Source: an optimization exercise on an open RTL-to-GDS flow (aim: small area and a short achievable clock period). Production flows keep margins and buffers that such runs may drop. Function was checked by simulation only, so behaviour that the tests miss may differ from the original. No activity file was given, so power comes from the tool's default toggle rates.

## pepper
## counters
module counters(
input wire sysclk,
input wire foo_card,
input wire wfoo0_baz,
input wire wfoo0_blrb,
input wire wfoo0_zz1pb,
input wire [31:0] wfoo0_turn,
input wire debct_baz,
input wire debct_blrb,
input wire debct_zz1pb,
input wire debct_bar,
input wire [31:0] debct_turn,
input wire Z0_bar,
input wire Z0_baz,
input wire Z0_blrb,
input wire Z0_zz1pb,
input wire [31:0] Z0_turn,
input wire Y1_bar,
input wire Y1_baz,
input wire Y1_blrb,
input wire Y1_zz1pb,
input wire [31:0] Y1_turn,
input wire X2_bar,
input wire X2_baz,
input wire X2_blrb,
input wire X2_zz1pb,
input wire [31:0] X2_turn,
input wire W3_bar,
input wire W3_baz,
input wire W3_blrb,
input wire W3_zz1pb,
input wire [31:0] W3_turn,
output wire Z0_cwm,
output wire [31:0] Z0,
output wire Y1_cwm,
output wire [31:0] Y1,
output wire X2_cwm,
output wire [31:0] X2,
output wire W3_cwm,
output wire [31:0] W3,
output reg wfoo0_cwm,
output wire [31:0] wfoo0_llwln,
output wire debct_cwm,
output reg debct_pull,
output wire [31:0] debct,
output wire wdfilecardA2P
);
export LEC_CHECK = 0
export CAP_MARGIN = 20
export CORE_MARGIN = 2
export CORE_UTILIZATION = 40
export SETUP_SLACK_MARGIN = 1.45
export SLEW_MARGIN = 20
create_clock -name core_clock -period 3.3 [get_ports {sysclk}]
standard.sh (not shown) runs the stock make flow with config.mk's settings and CLKGATE_MAP_FILE= SYNTH_SCRIPT=/design/flow/synth_recipe.tcl, a recipe that flattens the netlist after the stock synthesis.
==> flow/flow/run.sh <==
#!/bin/bash
# The standard layout (standard.sh), with these changes:
#  - port buffers use the smallest buffer cell (buf_1) instead of the default choice;
#  - if flow/dont_use.txt exists, it replaces the platform's don't-use list
#    (it repeats the platform's list and adds slow wide OR/NOR cells);
#  - if flow/abc.script exists, synthesis is synth_recipe.tcl unchanged except that
#    Yosys's abc call runs that ABC script (flow/synth.tcl);
#  - if flow/post_gpl.tcl exists, it runs after global placement (sizes output port buffers);
#  - each line of flow/make_args.txt (if it exists) is passed to make as VAR=value.
set -uo pipefail
export BUFFER_PORTS_ARGS="-buffer_cell sky130_fd_sc_hd__buf_1"
args=()
if [[ -s flow/dont_use.txt ]]; then
  args+=("DONT_USE_CELLS=$(tr '\n' ' ' < flow/dont_use.txt)")
fi
if [[ -s flow/abc.script ]]; then
  export MY_ABC_SCRIPT="$PWD/flow/abc.script"
  args+=("SYNTH_SCRIPT=$PWD/flow/synth.tcl")
fi
if [[ -s flow/post_gpl.tcl ]]; then
  export POST_GLOBAL_PLACE_TCL="$PWD/flow/post_gpl.tcl"
fi
if [[ -s flow/make_args.txt ]]; then
  while IFS= read -r line; do
    [[ -n "$line" ]] && args+=("$line")
  done < flow/make_args.txt
fi
printf '%s\n' "${args[@]}" > run_args.log
bash standard.sh "${args[@]}" finish > standard.log 2>&1
==> flow/flow/abc.script <==
&get -n
&st
&dch
&nf -p
&put
buffer -c
topo
stime -c
upsize -c
dnsize -c
==> flow/flow/dont_use.txt <==
sky130_fd_sc_hd__probe_p_8
sky130_fd_sc_hd__probec_p_8
sky130_fd_sc_hd__lpflow_bleeder_1
sky130_fd_sc_hd__lpflow_clkbufkapwr_1
sky130_fd_sc_hd__lpflow_clkbufkapwr_16
sky130_fd_sc_hd__lpflow_clkbufkapwr_2
sky130_fd_sc_hd__lpflow_clkbufkapwr_4
sky130_fd_sc_hd__lpflow_clkbufkapwr_8
sky130_fd_sc_hd__lpflow_clkinvkapwr_1
sky130_fd_sc_hd__lpflow_clkinvkapwr_16
sky130_fd_sc_hd__lpflow_clkinvkapwr_2
sky130_fd_sc_hd__lpflow_clkinvkapwr_4
sky130_fd_sc_hd__lpflow_clkinvkapwr_8
sky130_fd_sc_hd__lpflow_decapkapwr_12
sky130_fd_sc_hd__lpflow_decapkapwr_3
sky130_fd_sc_hd__lpflow_decapkapwr_4
sky130_fd_sc_hd__lpflow_decapkapwr_6
sky130_fd_sc_hd__lpflow_decapkapwr_8
sky130_fd_sc_hd__lpflow_inputiso0n_1
sky130_fd_sc_hd__lpflow_inputiso0p_1
sky130_fd_sc_hd__lpflow_inputiso1n_1
sky130_fd_sc_hd__lpflow_inputiso1p_1
sky130_fd_sc_hd__lpflow_inputisolatch_1
sky130_fd_sc_hd__lpflow_isobufsrc_1
sky130_fd_sc_hd__lpflow_isobufsrc_16
sky130_fd_sc_hd__lpflow_isobufsrc_2
sky130_fd_sc_hd__lpflow_isobufsrc_4
sky130_fd_sc_hd__lpflow_isobufsrc_8
sky130_fd_sc_hd__lpflow_isobufsrckapwr_16
sky130_fd_sc_hd__lpflow_lsbuf_lh_hl_isowell_tap_1
sky130_fd_sc_hd__lpflow_lsbuf_lh_hl_isowell_tap_2
sky130_fd_sc_hd__lpflow_lsbuf_lh_hl_isowell_tap_4
sky130_fd_sc_hd__lpflow_lsbuf_lh_isowell_4
sky130_fd_sc_hd__lpflow_lsbuf_lh_isowell_tap_1
sky130_fd_sc_hd__lpflow_lsbuf_lh_isowell_tap_2
sky130_fd_sc_hd__lpflow_lsbuf_lh_isowell_tap_4
#
#
Define
fill
cells
sky130_fd_sc_hd__or4_1
sky130_fd_sc_hd__or4_2
sky130_fd_sc_hd__or4_4
sky130_fd_sc_hd__nor4_1
sky130_fd_sc_hd__nor4_2
sky130_fd_sc_hd__nor4_4
sky130_fd_sc_hd__or4b_1
sky130_fd_sc_hd__or4b_2
sky130_fd_sc_hd__or4b_4
sky130_fd_sc_hd__or4bb_1
sky130_fd_sc_hd__or4bb_2
sky130_fd_sc_hd__or4bb_4
sky130_fd_sc_hd__nor4b_1
sky130_fd_sc_hd__nor4b_2
sky130_fd_sc_hd__nor4b_4
sky130_fd_sc_hd__nor4bb_1
sky130_fd_sc_hd__nor4bb_2
sky130_fd_sc_hd__nor4bb_4
sky130_fd_sc_hd__or3_1
sky130_fd_sc_hd__or3_2
sky130_fd_sc_hd__or3_4
sky130_fd_sc_hd__nor3_1
sky130_fd_sc_hd__nor3_2
sky130_fd_sc_hd__nor3_4
sky130_fd_sc_hd__or3b_1
sky130_fd_sc_hd__or3b_2
sky130_fd_sc_hd__or3b_4
sky130_fd_sc_hd__nor3b_1
sky130_fd_sc_hd__nor3b_2
sky130_fd_sc_hd__nor3b_4
==> flow/flow/post_gpl.tcl <==
# After global placement: size the output port buffers up to buf_2.
set n 0
foreach bterm [[ord::get_db_block] getBTerms] {
  if { [$bterm getIoType] != "OUTPUT" } { continue }
  set net [$bterm getNet]
  if { $net == "NULL" } { continue }
  foreach iterm [$net getITerms] {
    if { ![$iterm isOutputSignal] } { continue }
    set inst [$iterm getInst]
    if { [[$inst getMaster] getName] == "sky130_fd_sc_hd__buf_1" } {
      replace_cell [$inst getName] sky130_fd_sc_hd__buf_2
      incr n
    }
  }
}
puts "post_gpl: resized $n output buffers to buf_2"
==> flow/flow/synth.tcl <==
proc synth {args} { yosys synth -nofsm -noshare {*}$args }
if { [info exists ::env(MY_ABC_SCRIPT)] } {
  proc abc {args} {
    set i [lsearch -exact $args -script]
    if { $i >= 0 } { set args [lreplace $args [expr {$i+1}] [expr {$i+1}] $::env(MY_ABC_SCRIPT)] }
    puts "abc override: $args"
    yosys abc {*}$args
  }
}
source $::env(SCRIPTS_DIR)/synth.tcl
# left out here: clear keep_hierarchy, flatten, clean up, hide names made inside functions, write 1_2_yosys.v
Other scripts of this flow, unchanged in this note and not shown: flow/flow/make_args.txt
The final layout from pepper, which completed every stage, passed the timing, DRC and antenna checks at the end of the flow.
Changes in sierra relative to pepper:
Settings: SETUP_SLACK_MARGIN: 1.45 -> 1.4.
diff --git a/flow/flow/dont_use.txt b/flow/flow/dont_use.txt
--- a/flow/flow/dont_use.txt
+++ b/flow/flow/dont_use.txt
@@ -71,0 +72,51 @@
+sky130_fd_sc_hd__a2111o_1
+sky130_fd_sc_hd__a2111o_2
+sky130_fd_sc_hd__a2111o_4
+sky130_fd_sc_hd__a2111oi_0
+sky130_fd_sc_hd__a2111oi_1
+sky130_fd_sc_hd__a2111oi_2
+sky130_fd_sc_hd__a2111oi_4
+sky130_fd_sc_hd__a221o_1
+sky130_fd_sc_hd__a221o_2
+sky130_fd_sc_hd__a221o_4
+sky130_fd_sc_hd__a221oi_1
+sky130_fd_sc_hd__a221oi_2
+sky130_fd_sc_hd__a221oi_4
+sky130_fd_sc_hd__a222oi_1
+sky130_fd_sc_hd__a311o_1
+sky130_fd_sc_hd__a311o_2
+sky130_fd_sc_hd__a311o_4
+sky130_fd_sc_hd__a311oi_1
+sky130_fd_sc_hd__a311oi_2
+sky130_fd_sc_hd__a311oi_4
+sky130_fd_sc_hd__a41o_1
+sky130_fd_sc_hd__a41o_2
+sky130_fd_sc_hd__a41o_4
+sky130_fd_sc_hd__a41oi_1
+sky130_fd_sc_hd__a41oi_2
+sky130_fd_sc_hd__a41oi_4
+sky130_fd_sc_hd__o2111a_1
+sky130_fd_sc_hd__o2111a_2
+sky130_fd_sc_hd__o2111a_4
+sky130_fd_sc_hd__o2111ai_1
+sky130_fd_sc_hd__o2111ai_2
+sky130_fd_sc_hd__o2111ai_4
+sky130_fd_sc_hd__o221a_1
+sky130_fd_sc_hd__o221a_2
+sky130_fd_sc_hd__o221a_4
+sky130_fd_sc_hd__o221ai_1
+sky130_fd_sc_hd__o221ai_2
+sky130_fd_sc_hd__o221ai_4
+sky130_fd_sc_hd__o311a_1
+sky130_fd_sc_hd__o311a_2
+sky130_fd_sc_hd__o311a_4
+sky130_fd_sc_hd__o311ai_0
+sky130_fd_sc_hd__o311ai_1
+sky130_fd_sc_hd__o311ai_2
+sky130_fd_sc_hd__o311ai_4
+sky130_fd_sc_hd__o41a_1
+sky130_fd_sc_hd__o41a_2
+sky130_fd_sc_hd__o41a_4
+sky130_fd_sc_hd__o41ai_1
+sky130_fd_sc_hd__o41ai_2
+sky130_fd_sc_hd__o41ai_4
removed: flow/flow/post_gpl.tcl
[summary]
pepper reports its first element of the critical path as t_Y1.cnt[9] while sierra reports wd_cnt[26]. Global-route usage: sierra vs pepper — no meaningful difference. Sort pepper and sierra by post-route fraction of the period consumed by the critical path asc -> top: pepper. Looking at leakage power, sierra sits about 10% lower than pepper does. Diff pepper and sierra: final critical path time including I/O delays and setup higher in sierra.
For onyx, these inputs were changed with respect to sierra:
==> flow/flow/abc.script <==
&get -n
&st
&dch
&nf -p
&put
diff --git a/flow/flow/dont_use.txt b/flow/flow/dont_use.txt
--- a/flow/flow/dont_use.txt
+++ b/flow/flow/dont_use.txt
@@ -72,51 +71,0 @@
-sky130_fd_sc_hd__a2111o_1
-sky130_fd_sc_hd__a2111o_2
-sky130_fd_sc_hd__a2111o_4
-sky130_fd_sc_hd__a2111oi_0
-sky130_fd_sc_hd__a2111oi_1
-sky130_fd_sc_hd__a2111oi_2
-sky130_fd_sc_hd__a2111oi_4
-sky130_fd_sc_hd__a221o_1
-sky130_fd_sc_hd__a221o_2
-sky130_fd_sc_hd__a221o_4
-sky130_fd_sc_hd__a221oi_1
-sky130_fd_sc_hd__a221oi_2
-sky130_fd_sc_hd__a221oi_4
-sky130_fd_sc_hd__a222oi_1
-sky130_fd_sc_hd__a311o_1
-sky130_fd_sc_hd__a311o_2
-sky130_fd_sc_hd__a311o_4
-sky130_fd_sc_hd__a311oi_1
-sky130_fd_sc_hd__a311oi_2
-sky130_fd_sc_hd__a311oi_4
-sky130_fd_sc_hd__a41o_1
-sky130_fd_sc_hd__a41o_2
-sky130_fd_sc_hd__a41o_4
-sky130_fd_sc_hd__a41oi_1
-sky130_fd_sc_hd__a41oi_2
-sky130_fd_sc_hd__a41oi_4
-sky130_fd_sc_hd__o2111a_1
-sky130_fd_sc_hd__o2111a_2
-sky130_fd_sc_hd__o2111a_4
-sky130_fd_sc_hd__o2111ai_1
-sky130_fd_sc_hd__o2111ai_2
-sky130_fd_sc_hd__o2111ai_4
-sky130_fd_sc_hd__o221a_1
-sky130_fd_sc_hd__o221a_2
-sky130_fd_sc_hd__o221a_4
-sky130_fd_sc_hd__o221ai_1
-sky130_fd_sc_hd__o221ai_2
-sky130_fd_sc_hd__o221ai_4
-sky130_fd_sc_hd__o311a_1
-sky130_fd_sc_hd__o311a_2
-sky130_fd_sc_hd__o311a_4
-sky130_fd_sc_hd__o311ai_0
-sky130_fd_sc_hd__o311ai_1
-sky130_fd_sc_hd__o311ai_2
-sky130_fd_sc_hd__o311ai_4
-sky130_fd_sc_hd__o41a_1
-sky130_fd_sc_hd__o41a_2
-sky130_fd_sc_hd__o41a_4
-sky130_fd_sc_hd__o41ai_1
-sky130_fd_sc_hd__o41ai_2
-sky130_fd_sc_hd__o41ai_4
Notes after the runs:
Comparing onyx and sierra, the lower sequential share of layout area was measured on onyx.
Per the comparison of onyx with sierra, share of synthesized cell area in and, or, nand and nor gates flat; wire length up about 6%.
In the tables for onyx and sierra, global-route usage over all layers reads lower with sierra.
From sierra to onyx the numbers moved as follows: count of flip-flops with a built-in enable after synthesis saw little to no change; number of buffers inserted by post-CTS setup repair rose by 9; worst-case headroom to the max-slew limit increased by 0.37 points relative to the old numbers; layout overhead on the synthesized area has increased.
Measured against each other, onyx and sierra differ in number of distinct standard cells referenced by the synthesized netlist, the lower figure coming from onyx.
--- input diff onyx..lagoon ---
==> flow/flow/abc.script <==
&get -n
&st
&dch
&nf -p
&put
buffer -c
topo
stime -c
upsize -c
dnsize -c
Results
lagoon completed end to end with timing, DRC and antenna clean.
For onyx, the standard cell with the maximum stage delay on the critical path was sky130_fd_sc_hd__dfrtp_2, unlike lagoon, where it was sky130_fd_sc_hd__dfrtp_1.
Changes observed in lagoon relative to onyx: post-synthesis register bit count did not really move, total internal power lost about 1.5%, sequential portion of the cell area went up.
Relative to onyx, the final cell area reported for lagoon is lower.
Of lagoon and onyx, lagoon shows the higher area of the mapped netlist, with onyx below it.
In lagoon relative to onyx, via count had gone down by a few percent.
lagoon ended with more core area than onyx.
onyx and lagoon ended up with roughly the same power consumed by sequential cells.
A classification of the worst setup path of flop to flop is what onyx shows, while flop to output pin belongs to lagoon.
Changes in harbor relative to lagoon:
Settings: SETUP_SLACK_MARGIN changed from 1.4 to 1.45.
diff --git a/flow/flow/run.sh b/flow/flow/run.sh
--- a/flow/flow/run.sh
+++ b/flow/flow/run.sh
@@ -6,3 +5,0 @@
-#  - if flow/abc.script exists, synthesis is synth_recipe.tcl unchanged except that
-#    Yosys's abc call runs that ABC script (flow/synth.tcl);
-#  - if flow/post_gpl.tcl exists, it runs after global placement (sizes output port buffers);
@@ -15,7 +11,0 @@
-fi
-if [[ -s flow/abc.script ]]; then
-  export MY_ABC_SCRIPT="$PWD/flow/abc.script"
-  args+=("SYNTH_SCRIPT=$PWD/flow/synth.tcl")
-fi
-if [[ -s flow/post_gpl.tcl ]]; then
-  export POST_GLOBAL_PLACE_TCL="$PWD/flow/post_gpl.tcl"
removed: flow/flow/abc.script
removed: flow/flow/synth.tcl
--- outcome ---
Route | harbor vs lagoon | wire longer in harbor
Compared to lagoon, harbor reaches a lower achievable clock.
Going from lagoon to harbor, xor-xnor portion of the synthesized cell area went up by 2.2 points, setup slack of the critical path after layout lost 0.0088 ns, register-to-register slack barely changed.

==> port drivers added, routing unchanged <==
Ports are ideal in the flow. The routed layouts listed here were re-timed in OpenROAD.
Step 1 sets driving cells, clkbuf_16 on the clock port and buf_2 on the other inputs (assumed; they add their load-dependent delay and slew).
Step 2 also shifts input and output timing later by t, the mid clock arrival at the registers, as if the neighbouring blocks saw the same clock.
Slacks: no drivers / after step 1 / after step 2; pairs: no drivers / after step 1.
run | shift t [ns] | slack for setup (ns) | worst register clock-pin slew, ns | cell pins on the clock port's net
pepper | 0.523 | 1.457 / 1.410 / 1.167 | 0.09 / 0.09 | 1
sierra | 0.528 | 1.425 / 1.392 / 1.192 | 0.09 / 0.09 | 1
onyx | 0.520 | 1.316 / 1.316 / 1.131 | 0.09 / 0.09 | 1
lagoon | 0.522 | 1.451 / 1.401 / 1.148 | 0.09 / 0.09 | 1
harbor | 0.523 | 1.442 / 1.393 / 1.071 | 0.09 / 0.09 | 1
After both steps every run listed still meets setup and hold. For harbor, which loses most, drivers alone change the setup slack by -0.049 ns; drivers and shift together by -0.371 ns.
